From an optimization exercise on the open Yosys and OpenROAD flow, aimed at small area; shortcuts taken in it are not production practice. No activity file was given, so power comes from the tool's default toggle rates.

== fjord ==
## act_n_weight_ctrlr
module act_n_weight_ctrlr #(
    parameter ADDR_IN           = 20,
    parameter ADDR_W            = 18,
    parameter ACT_PER_CORE      = 11,
    parameter WEIGHT_PER_CORE   = 9,
    parameter NUM_DENSE_CORE    = 8,
    parameter NUM_SPARSE_CORE   = 4,
    parameter INPUT_BW          = 8,
    parameter OUTPUT_BW         = 8
)(
    input                       clk,
    input                       resetn,
    input  wire start,
    output wire done,
    input  wire [9:0] TOTAL_IC,
    input  wire [5:0] OC,
    input  wire [5:0] IMG_H,
    input  wire [5:0] IMG_W,
    input  wire [2:0] K,
    input  wire signed [INPUT_BW-1:0]   input_mem_data,
    output wire [ADDR_IN-1:0]           input_mem_addr,
    output                              input_mem_en,
    input  wire signed [INPUT_BW-1:0]   weight_mem_data,
    output wire [ADDR_W-1:0]            weight_mem_addr,
    output                              weight_mem_en,
    output wire signed [INPUT_BW-1:0]   act_row_mem_data,
    output wire [ACT_PER_CORE-1:0]      act_row_mem_addr,
    output wire signed [INPUT_BW-1:0]       weight_row_mem_data,
    output wire [WEIGHT_PER_CORE-1:0]       weight_row_mem_addr,
    input wire [NUM_DENSE_CORE-1:0]     which_dense_core_done,
    input wire [NUM_SPARSE_CORE-1:0]    which_sparse_core_done,
    output wire [NUM_DENSE_CORE-1:0]        which_dense_core_start,
    output wire [NUM_SPARSE_CORE-1:0]       which_sparse_core_start
    );
Size: ~780 cells after synthesis, about 150 I/O pins, ~8000 um^2 of cells after synthesis.
Settings: LEC_CHECK=0, CAP_MARGIN=20, CORE_MARGIN=2, CORE_UTILIZATION=40, CTS_BUF_LIST=sky130_fd_sc_hd__clkbuf_4 sky130_fd_sc_hd__clkbuf_8, CTS_CLUSTER_SIZE=10, SLEW_MARGIN=20; clock period 15.0 ns.
run.sh (not shown) runs the stock make flow with config.mk's settings and CLKGATE_MAP_FILE= SYNTH_SCRIPT=/design/flow/synth_recipe.tcl, a recipe that flattens the netlist after the stock synthesis.
fjord: flow completed, timing, DRC and antenna clean
### fjord -> juniper
Settings: CTS_CLUSTER_SIZE removed (was 10); CTS_BUF_LIST changed from sky130_fd_sc_hd__clkbuf_4 sky130_fd_sc_hd__clkbuf_8 to sky130_fd_sc_hd__clkbuf_8.
Notes after the runs:
- juniper and fjord ended up with nearly the same maximum cell stage delay along the critical path.
- The combinational power on fjord is in line with that on juniper.
- Max clock share of power across juniper and fjord: fjord
- juniper against fjord: combinational group share of total power flat, post-route total power flat, setup slack flat, maximum frequency flat.
#### Input delta (violet over juniper)
Settings: removing CTS_BUF_LIST (formerly sky130_fd_sc_hd__clkbuf_8).
## What came out
- Looking only at sequential share of power, and setting everything else aside, the higher value of violet and juniper goes to juniper.
- [compare] base=juniper new=violet: post-synthesis to final-layout area growth grew by 2.2 points; non-clock buffer share of cell area moved down; combinational share of power decreased 2.1 points.
- In the metrics for violet and juniper, the one carrying the lower share of cell area taken by flip-flops and latches is violet.
- On maximum frequency, violet and juniper are neck and neck.
- violet has via count above what juniper had.
No functional check of the RTL was part of any run of this note.

* * *

run a:
Another version of the RTL of act_n_weight_ctrlr (not shown whole).
Size: about 760 cells after synthesis, ~130 flip-flops, about 150 I/O pins, roughly 7800 um^2 of cells after synthesis.
==> flow/config.mk <==
export PLATFORM = sky130hd
export DESIGN_NAME = act_n_weight_ctrlr
export DESIGN_NICKNAME = act_n_weight_ctrlr
export VERILOG_FILES = /design/flow/design.v
export SDC_FILE = /design/flow/constraint.sdc
export NUM_CORES = 4
export LEC_CHECK = 0
export CAP_MARGIN = 20
export CORE_MARGIN = 2
export CORE_UTILIZATION = 40
export SLEW_MARGIN = 20
==> flow/constraint.sdc <==
create_clock -name core_clock -period 15.0 [get_ports {clk}]
set_input_delay 3.0000 -clock core_clock [delete_from_list [all_inputs] [get_ports {clk}]]
set_output_delay 3.0000 -clock core_clock [all_outputs]
set_load 0.01 [all_outputs]
standard.sh (not shown) runs the stock make flow with config.mk's settings and CLKGATE_MAP_FILE= SYNTH_SCRIPT=/design/flow/synth_recipe.tcl, a recipe that flattens the netlist after the stock synthesis.
==> flow/flow/run.sh <==
#!/bin/bash
set -euo pipefail
export BUFFER_PORTS_ARGS="-buffer_cell sky130_fd_sc_hd__buf_1"
export CTS_ARGS="-sink_clustering_enable -repair_clock_nets -buf_list sky130_fd_sc_hd__clkbuf_8 -dont_use_dummy_load"
bash standard.sh > flow_make.log 2>&1
What run b does differently from run a at the input level:
# run a
export LEC_CHECK = 0
export CAP_MARGIN = 20
export CORE_MARGIN = 2
export CORE_UTILIZATION = 40
export SLEW_MARGIN = 20
create_clock -name core_clock -period 15.0 [get_ports {clk}]
# run b
export LEC_CHECK = 0
export CAP_MARGIN = 20
export CORE_MARGIN = 2
export CORE_UTILIZATION = 40
export CTS_BUF_LIST = sky130_fd_sc_hd__clkbuf_8
export SLEW_MARGIN = 20
create_clock -name core_clock -period 15.0 [get_ports {clk}]
==> flow/run.sh (new file) <==
#!/bin/bash
# synth_recipe.tcl (not shown) runs the flow's synth.tcl, then flattens the netlist and writes it again
# the make line also repeats each setting of config.mk as NAME=value (left out here)
make -C /OpenROAD-flow-scripts/flow DESIGN_CONFIG=/design/flow/config.mk WORK_HOME=/design/flow/orfs CLKGATE_MAP_FILE= SYNTH_SCRIPT=/design/flow/synth_recipe.tcl finish
removed: flow/flow/run.sh
removed: flow/standard.sh
Results
Between run b and run a, the difference in post-synthesis share of cell area spent on xor and xnor gates is negligible.
Relative to run a, run b degrades static leakage power.
The minimum clock period after layout of run b is higher than that of run a.
Run a → run b: final area rose 11%; logic gate share of total power has increased; signal arrival time at the worst endpoint went up; fraction of the mapped netlist area in adder cells flat; multi-input combinational cell area essentially unchanged.
No run of this note included a check of the RTL's function; only the layout flow was run.

## port drivers added, routing unchanged
The results above use ideal ports. As a check the final layouts listed here were re-extracted and re-timed, cells and wires unchanged.
Step 1, drivers: a clkbuf_16 drives clk and a buf_2 each remaining input, both assumed.
Step 2 adds t to the input delays and takes it off the output delays; t is the mean of the earliest and latest rising clock arrival at the registers after step 1. Input paths then give back, and output paths get back, about the clock's delay inside the block.
a / b / c = no drivers / after step 1 / after step 2; a / b = the first two.
| run | shift t [ns] | setup WS [ns] | hold slack, ns | worst setup path at the end | cell pins on the clock port's net |
|---|---|---|---|---|---|
| fjord | 0.485 | 2.568 / 2.581 / 2.096 | 0.379 / 0.379 / 0.379 | input to register | 1 |
| juniper | 0.485 | 2.570 / 2.584 / 2.098 | 0.379 / 0.379 / 0.379 | input to register | 1 |
| violet | 0.462 | 2.560 / 2.576 / 2.114 | 0.372 / 0.372 / 0.372 | input to register | 1 |
| run a | 0.471 | 2.963 / 2.974 / 2.503 | 0.399 / 0.399 / 0.399 | input to register | 1 |
| run b | 0.478 | 2.592 / 2.609 / 2.130 | 0.414 / 0.414 / 0.414 | input to register | 1 |
After both steps every run listed still meets setup and hold.
